This design comes from an exercise in tuning for small area and a short achievable clock period on the open sky130 flow, not from production work.
Function was checked by simulation only, so behaviour that the tests miss may differ from the original.

run A:
==> flow/design.v (excerpt) <==
module tv80n ( 
  m1_n, mreq_n, iorq_n, rd_n, wr_n, rfsh_n, halt_n, busak_n, A, dout,
  reset_n, clk, wait_n, int_n, nmi_n, busrq_n, di
  );
  parameter Mode = 0;     
  parameter T2Write = 0;  
  parameter IOWait  = 1;  
  input         reset_n; 
  input         clk; 
  input         wait_n; 
  input         int_n; 
  input         nmi_n; 
  input         busrq_n; 
  output        m1_n; 
  output        mreq_n; 
  output        iorq_n; 
  output        rd_n; 
  output        wr_n; 
  output        rfsh_n; 
  output        halt_n; 
  output        busak_n; 
  output [15:0] A;
  input [7:0]   di;
  output [7:0]  dout;
  reg           mreq_n; 
  reg           iorq_n; 
  reg           rd_n; 
  reg           wr_n; 
  reg           nxt_mreq_n; 
  reg           nxt_iorq_n; 
  reg           nxt_rd_n; 
  reg           nxt_wr_n; 
  wire          cen;
  wire          intcycle_n;
  wire          no_read;
  wire          write;
  wire          iorq;
  reg [7:0]     di_reg;
  wire [6:0]    mcycle;
  wire [6:0]    tstate;
  assign    cen = 1;
  tv80_core #(Mode, IOWait) i_tv80_core
    (
     .cen (cen),
     .m1_n (m1_n),
     .iorq (iorq),
     .no_read (no_read),
     .write (write),
     .rfsh_n (rfsh_n),
     .halt_n (halt_n),
     .wait_n (wait_n),
     .int_n (int_n),
     .nmi_n (nmi_n),
     .reset_n (reset_n),
     .busrq_n (busrq_n),
     .busak_n (busak_n),
     .clk (clk),
     .IntE (),
     .stop (),
     .A (A),
     .dinst (di),
     .di (di_reg),
     .dout (dout),
     .mc (mcycle),
     .ts (tstate),
     .intcycle_n (intcycle_n)
     );  
  always @*
    begin
      nxt_mreq_n = 1;
      nxt_rd_n   = 1;
      nxt_iorq_n = 1;
      nxt_wr_n   = 1;
      if (mcycle[0])
        begin
	  if (tstate[1] || tstate[2])
            begin
	      nxt_rd_n = ~ intcycle_n;
	      nxt_mreq_n = ~ intcycle_n;
	      nxt_iorq_n = intcycle_n;
	    end
        end  
      else
        begin
	  if ((tstate[1] || tstate[2]) && !no_read && !write)
            begin
	      nxt_rd_n = 1'b0;
	      nxt_iorq_n = ~ iorq;
	      nxt_mreq_n = iorq;
	    end
	  if (T2Write == 0)
            begin                          
	      if (tstate[2] && write)
                begin
		  nxt_wr_n = 1'b0;
  ...
Settings: LEC_CHECK=0, CAP_MARGIN=20, CORE_MARGIN=2, CORE_UTILIZATION=40, SLEW_MARGIN=20; clock period 12.0 ns.
standard.sh (not shown) runs the stock make flow with config.mk's settings and CLKGATE_MAP_FILE= SYNTH_SCRIPT=/design/flow/synth_recipe.tcl, a recipe that flattens the netlist after the stock synthesis.
==> flow/flow/run.sh <==
#!/bin/bash
# The standard layout (standard.sh), with one change: Yosys's ABC technology
# mapping uses flow/abc_speed.script, an area-oriented script, in place of ORFS's
# scripts/abc_speed.script. Everything else, including the flip-flop mapping
# and so the registers, is the standard flow's.
set -euo pipefail
W=$(pwd)
rm -rf "$W/orfs_scripts"
cp -r "$FLOW_HOME/scripts" "$W/orfs_scripts"
cp "$W/flow/abc_speed.script" "$W/orfs_scripts/abc_speed.script"
bash "$W/standard.sh" SCRIPTS_DIR="$W/orfs_scripts" finish > "$W/flow_make.log" 2>&1
==> flow/flow/abc_speed.script <==
strash
&get -n
&st
&deepsyn -T 30
&put
dch -f
map -a -B 0.9
topo
&get -n
&st
&dch -f
&nf -R 1000
&st
&syn2
&dch -f
&nf -R 1000
&put
topo
stime -c
buffer -c
upsize -c
dnsize -c
What run B does differently from run A at the input level:
==> flow/flow/run.sh <==
#!/bin/bash
set -euo pipefail
W=$(pwd)
rm -rf "$W/orfs_scripts"
cp -r "$FLOW_HOME/scripts" "$W/orfs_scripts"
cp "$W/flow/abc_speed.script" "$W/orfs_scripts/abc_speed.script"
bash "$W/standard.sh" SCRIPTS_DIR="$W/orfs_scripts" SETUP_SLACK_MARGIN=7 finish > "$W/flow_make.log" 2>&1
==> flow/flow/abc_speed.script <==
strash
&get -n
&st
&deepsyn -T 30
&put
dch -f
map -B 0.9
topo
&get -n
&st
&dch -f
&nf -R 20
&st
&syn2
&dch -f
&nf -R 20
&put
topo
stime -c
buffer -c
upsize -c
dnsize -c
diff --git a/flow/config.mk b/flow/config.mk
--- a/flow/config.mk
+++ b/flow/config.mk
@@ -9,3 +9,5 @@
 export CORE_MARGIN = 2
 export CORE_UTILIZATION = 40
+export CTS_CLUSTER_DIAMETER = 100
+export CTS_CLUSTER_SIZE = 20
 export SLEW_MARGIN = 20
==> run summary <==
Die area, run A and run B: lower on run A
Between run A and run B, the difference in arithmetic-cell share of the synthesized area counting full adders, half adders and majority gates is negligible.
Of run A and run B, the run reporting the lower global placer's final weighted congestion was run A.
Cmp run A and run B / maximum fanout encountered on the critical timing path / lower: run B
Of run A and run B, run B shows the lower initial antenna violation count, with run A above it.
Here is what was changed in the inputs of run C compared with run B.
==> flow/flow/run.sh <==
#!/bin/bash
# The standard layout (standard.sh), with one change: Yosys's ABC technology
# mapping uses flow/abc_speed.script, an area-oriented script, in place of ORFS's
# scripts/abc_speed.script. Everything else, including the flip-flop mapping
# and so the registers, is the standard flow's.
set -euo pipefail
W=$(pwd)
rm -rf "$W/orfs_scripts"
cp -r "$FLOW_HOME/scripts" "$W/orfs_scripts"
cp "$W/flow/abc_speed.script" "$W/orfs_scripts/abc_speed.script"
bash "$W/standard.sh" SCRIPTS_DIR="$W/orfs_scripts" finish > "$W/flow_make.log" 2>&1
==> flow/flow/abc_speed.script <==
strash
&get -n
&st
&deepsyn -T 30
&put
dch -f
map -a -B 0.9
topo
&get -n
&st
&dch -f
&nf -R 1000
&st
&syn2
&dch -f
&nf -R 1000
&put
topo
stime -c
buffer -c
upsize -c
dnsize -c
diff --git a/flow/config.mk b/flow/config.mk
--- a/flow/config.mk
+++ b/flow/config.mk
@@ -9,5 +9,4 @@
 export CORE_MARGIN = 2
 export CORE_UTILIZATION = 40
-export CTS_CLUSTER_DIAMETER = 100
-export CTS_CLUSTER_SIZE = 20
+export SETUP_SLACK_MARGIN = 5.0
 export SLEW_MARGIN = 20
--- outcome ---
Run C completed end to end with timing, DRC and antenna clean.
Changes observed in run C relative to run B: cell count lower; global-route track usage on met1 higher; detailed-routing wirelength on met1 lower.
Run C against run B: non-clock inverter total of the final layout went down 8, design area down 5.6%.
When the final numbers for run C and run B were put side by side, the relative area change from synthesis to final layout turned out to be greater in run B.
Initial antenna violation count: lower on run B
> inputs changed (run C -> run D)
==> flow/flow/run.sh <==
#!/bin/bash
set -euo pipefail
W=$(pwd)
rm -rf "$W/orfs_scripts"
cp -r "$FLOW_HOME/scripts" "$W/orfs_scripts"
cp "$W/flow/abc_speed.script" "$W/orfs_scripts/abc_speed.script"
bash "$W/standard.sh" SCRIPTS_DIR="$W/orfs_scripts" SETUP_SLACK_MARGIN=7 finish > "$W/flow_make.log" 2>&1
==> flow/flow/abc_speed.script <==
strash
&get -n
&st
&deepsyn -T 30
&put
dch -f
map -B 0.9
topo
&get -n
&st
&dch -f
&nf -R 20
&st
&syn2
&dch -f
&nf -R 20
&put
topo
stime -c
buffer -c
upsize -c
dnsize -c
diff --git a/flow/config.mk b/flow/config.mk
--- a/flow/config.mk
+++ b/flow/config.mk
@@ -9,4 +9,3 @@
 export CORE_MARGIN = 2
 export CORE_UTILIZATION = 40
-export SETUP_SLACK_MARGIN = 5.0
 export SLEW_MARGIN = 20
==> run summary <==
Run D packs its core tighter than run C. On starting density of the core, run D and run C are neck and neck. Comparing run D and run C, the lower number of diodes added for antenna fixing is on run D. In run D the net count after synthesis turned out 51 higher than in run C.

==> separate check: timing with driven ports <==
Ports are ideal in the flow. The routed layouts listed here were re-timed in OpenROAD.
Step 1 (the two cells are an assumption about what drives the block):
set clk [get_ports {clk}]
set_driving_cell -lib_cell sky130_fd_sc_hd__clkbuf_16 $clk
set_driving_cell -lib_cell sky130_fd_sc_hd__buf_2 [delete_from_list [all_inputs] $clk]
Step 2, shift: input delay + t, output delay - t, t = (earliest + latest rising clock arrival at the registers) / 2. This alone moves slack from input paths to output paths.
a / b / c = no drivers / after step 1 / after step 2; a / b = the first two.
| run | shift t [ns] | setup WS [ns] | clock arrival spread, ns |
|---|---|---|---|
| run A | 0.667 | 4.629 / 4.629 / 4.629 | 0.048 / 0.048 |
| run B | 0.671 | 6.973 / 6.973 / 6.527 | 0.031 / 0.031 |
| run C | 0.659 | 4.976 / 4.976 / 4.976 | 0.041 / 0.042 |
| run D | 0.659 | 7.014 / 7.014 / 6.500 | 0.043 / 0.044 |
After both steps every run listed still meets setup and hold. The setup slack of run D, which loses most, moves by 0.000 ns with the drivers and by -0.514 ns with both steps.
